Background: an optimization exercise with open tools, aiming at small area, a short achievable clock period and few clock cycles per item. Do not read the settings as production practice. The RTL was checked by simulation tests, not by an equivalence proof against the original design.

// cordic_magphase
module cordic_magphase (
    input  wire        clk,
    input  wire        rst_n,
    input  wire        start,
    input  wire [15:0] x_in,
    input  wire [15:0] y_in,
    output reg         busy,
    output reg         done,
    output wire [31:0] magnitude,
    output wire [31:0] phase
);
    reg [4:0] cnt;
    reg [16:0] xr;                   
    reg signed [16:0] yr;
    reg signed [31:0] zr;
    reg cneg, cpos;                  
    reg [15:0] mag_r;
    reg [30:0] ph_r;
    assign magnitude = {2'b00, mag_r, 14'b0};
    assign phase = {ph_r[30], ph_r};
    wire xneg = x_in[15];
    wire [16:0] xa;
    wire signed [16:0] ya;
    cordic_magphase_negif negx (.v(x_in), .n(xneg), .r(xa));
    cordic_magphase_negif negy (.v(y_in), .n(xneg), .r(ya));
    wire last = (cnt == 5'd15);
    reg  post;                       
    reg  idle;                       
    wire d = ~yr[16];                
    reg  [16:0] xsh;
    reg  signed [16:0] ysh;
    wire signed [16:0] yfill = {17{yr[16]}};
    always @* begin
        xsh = xr >> cnt[3:0];
        ysh = (cnt[3] & (cnt[2:0] != 3'd0)) ? yfill : (yr >>> cnt[3:0]);
    end
    wire m14 = yr[16];
    wire signed [5:0] v14 = yr[5:0];
    wire signed [5:0] u14 = {3'b0, xr[16:14]};
    wire signed [5:0] v15 = m14 ? v14 + u14 : v14 - u14;
    wire m15 = v15[5];
    wire [16:0] w15 = xr + m14;
    wire signed [5:0] u15 = {4'b0, w15[16:15]};
    wire signed [5:0] v16 = m15 ? v15 + u15 : v15 - u15;
    wire m16 = v16[5];
    wire w16b = w15[16] | (&w15[15:0] & m15);    
    wire signed [5:0] u16 = {5'b0, w16b};
    wire signed [5:0] v17 = m16 ? v16 + u16 : v16 - u16;
    wire m17 = v17[5];
    reg n16, n17;
    always @(posedge clk) begin
        n16 <= m16;
        n17 <= m17;
    end
    wire n15 = yr[16];
  ...
clock: 20.0 ns
lec_check: 0
cap_margin: 20
core_margin: 2
core_utilization: 40
slew_margin: 20
synth_hierarchical: 1
setup_slack_margin: 15
cts_buf_list: sky130_fd_sc_hd__clkbuf_8
cts_cluster_size: 30
standard.sh (not shown) runs the stock make flow with config.mk's settings and CLKGATE_MAP_FILE= SYNTH_SCRIPT=/design/flow/synth_recipe.tcl, a recipe that flattens the netlist after the stock synthesis.
==> flow/flow/run.sh <==
#!/bin/bash
# Layout flow: the standard flow (standard.sh: the standard synthesis
# script and ORFS steps, unchanged), with two settings added to config.mk:
#  - SYNTH_HIERARCHICAL 1: each module is mapped by ABC on its own, so the
#    small input-conditioning module is mapped for speed;
set -o pipefail
cp config.mk config_orig.txt
{
  echo "export SYNTH_HIERARCHICAL = 1"
  echo "export SETUP_SLACK_MARGIN = 15"
  echo "export CTS_BUF_LIST = sky130_fd_sc_hd__clkbuf_8"
  echo "export CTS_CLUSTER_SIZE = 30"
} >> config.mk
bash standard.sh > standard.log 2>&1
The baseline completed with no timing, DRC or antenna violations.
Testbench counts at the start, summed over its fixed seeds: cycles 57,600, ops 3,200.
Edit:
--- a/flow/flow/run.sh
+++ b/flow/flow/run.sh
@@ -10,4 +10,2 @@
   echo "export SETUP_SLACK_MARGIN = 15"
-  echo "export CTS_BUF_LIST = sky130_fd_sc_hd__clkbuf_8"
-  echo "export CTS_CLUSTER_SIZE = 30"
 } >> config.mk
--- a/flow/config.mk
+++ b/flow/config.mk
@@ -13,3 +13 @@
 export SETUP_SLACK_MARGIN = 15
-export CTS_BUF_LIST = sky130_fd_sc_hd__clkbuf_8
-export CTS_CLUSTER_SIZE = 30
Routed wire length barely changes.
Synthesized area is unchanged.
Maximum frequency rises slightly.
First-iteration DRC count falls by a few percent.
Hold slack is worse by 3.3 ps.
Setup slack is better by 50 ps.
Cell count hardly moves.
Edit:
--- a/flow/config.mk
+++ b/flow/config.mk
@@ -9,3 +9,3 @@
 export CORE_MARGIN = 2
-export CORE_UTILIZATION = 40
+export CORE_UTILIZATION = 60
 export SLEW_MARGIN = 20
The changed run completed with no timing, DRC or antenna violations.
Setup slack gets better by 30 ps.
Sequential share of layout area climbs by 0.25 points.
Via count climbs by 1.3%.
Critical path depth climbs by 8.
Count of clock-buffer cells in the layout drops by 3.
Core utilization climbs by 23 points.

==> port drivers added, routing unchanged <==
In the flow no input, the clock included, has a driving cell. The finished layouts below were timed again as built, in two steps. Step 1 (the two cells are an assumption about what drives the block):
set clk [get_ports {clk}]
set_driving_cell -lib_cell sky130_fd_sc_hd__clkbuf_16 $clk
set_driving_cell -lib_cell sky130_fd_sc_hd__buf_2 [delete_from_list [all_inputs] $clk]
Step 2 adds t to the input delays and takes it off the output delays; t is the mean of the earliest and latest rising clock arrival at the registers after step 1. Input paths then give back, and output paths get back, about the clock's delay inside the block. Three values: no drivers, after step 1, after step 2; two values: the first two.
run	t, ns	setup WS [ns]	hold slack, ns	worst setup path at the end	worst slew at a driven data input, ns
the first run	0.534	14.938 / 14.890 / 14.545	0.668 / 0.668 / 0.668	input to register	0.03
the second run	0.502	14.987 / 14.933 / 14.541	0.665 / 0.665 / 0.665	input to register	0.05
the third run	0.488	15.017 / 14.982 / 14.544	0.636 / 0.636 / 0.636	input to register	0.05
After both steps every run listed still meets setup and hold. The setup slack of the third run, which loses most, moves by -0.035 ns with the drivers and by -0.473 ns with both steps.
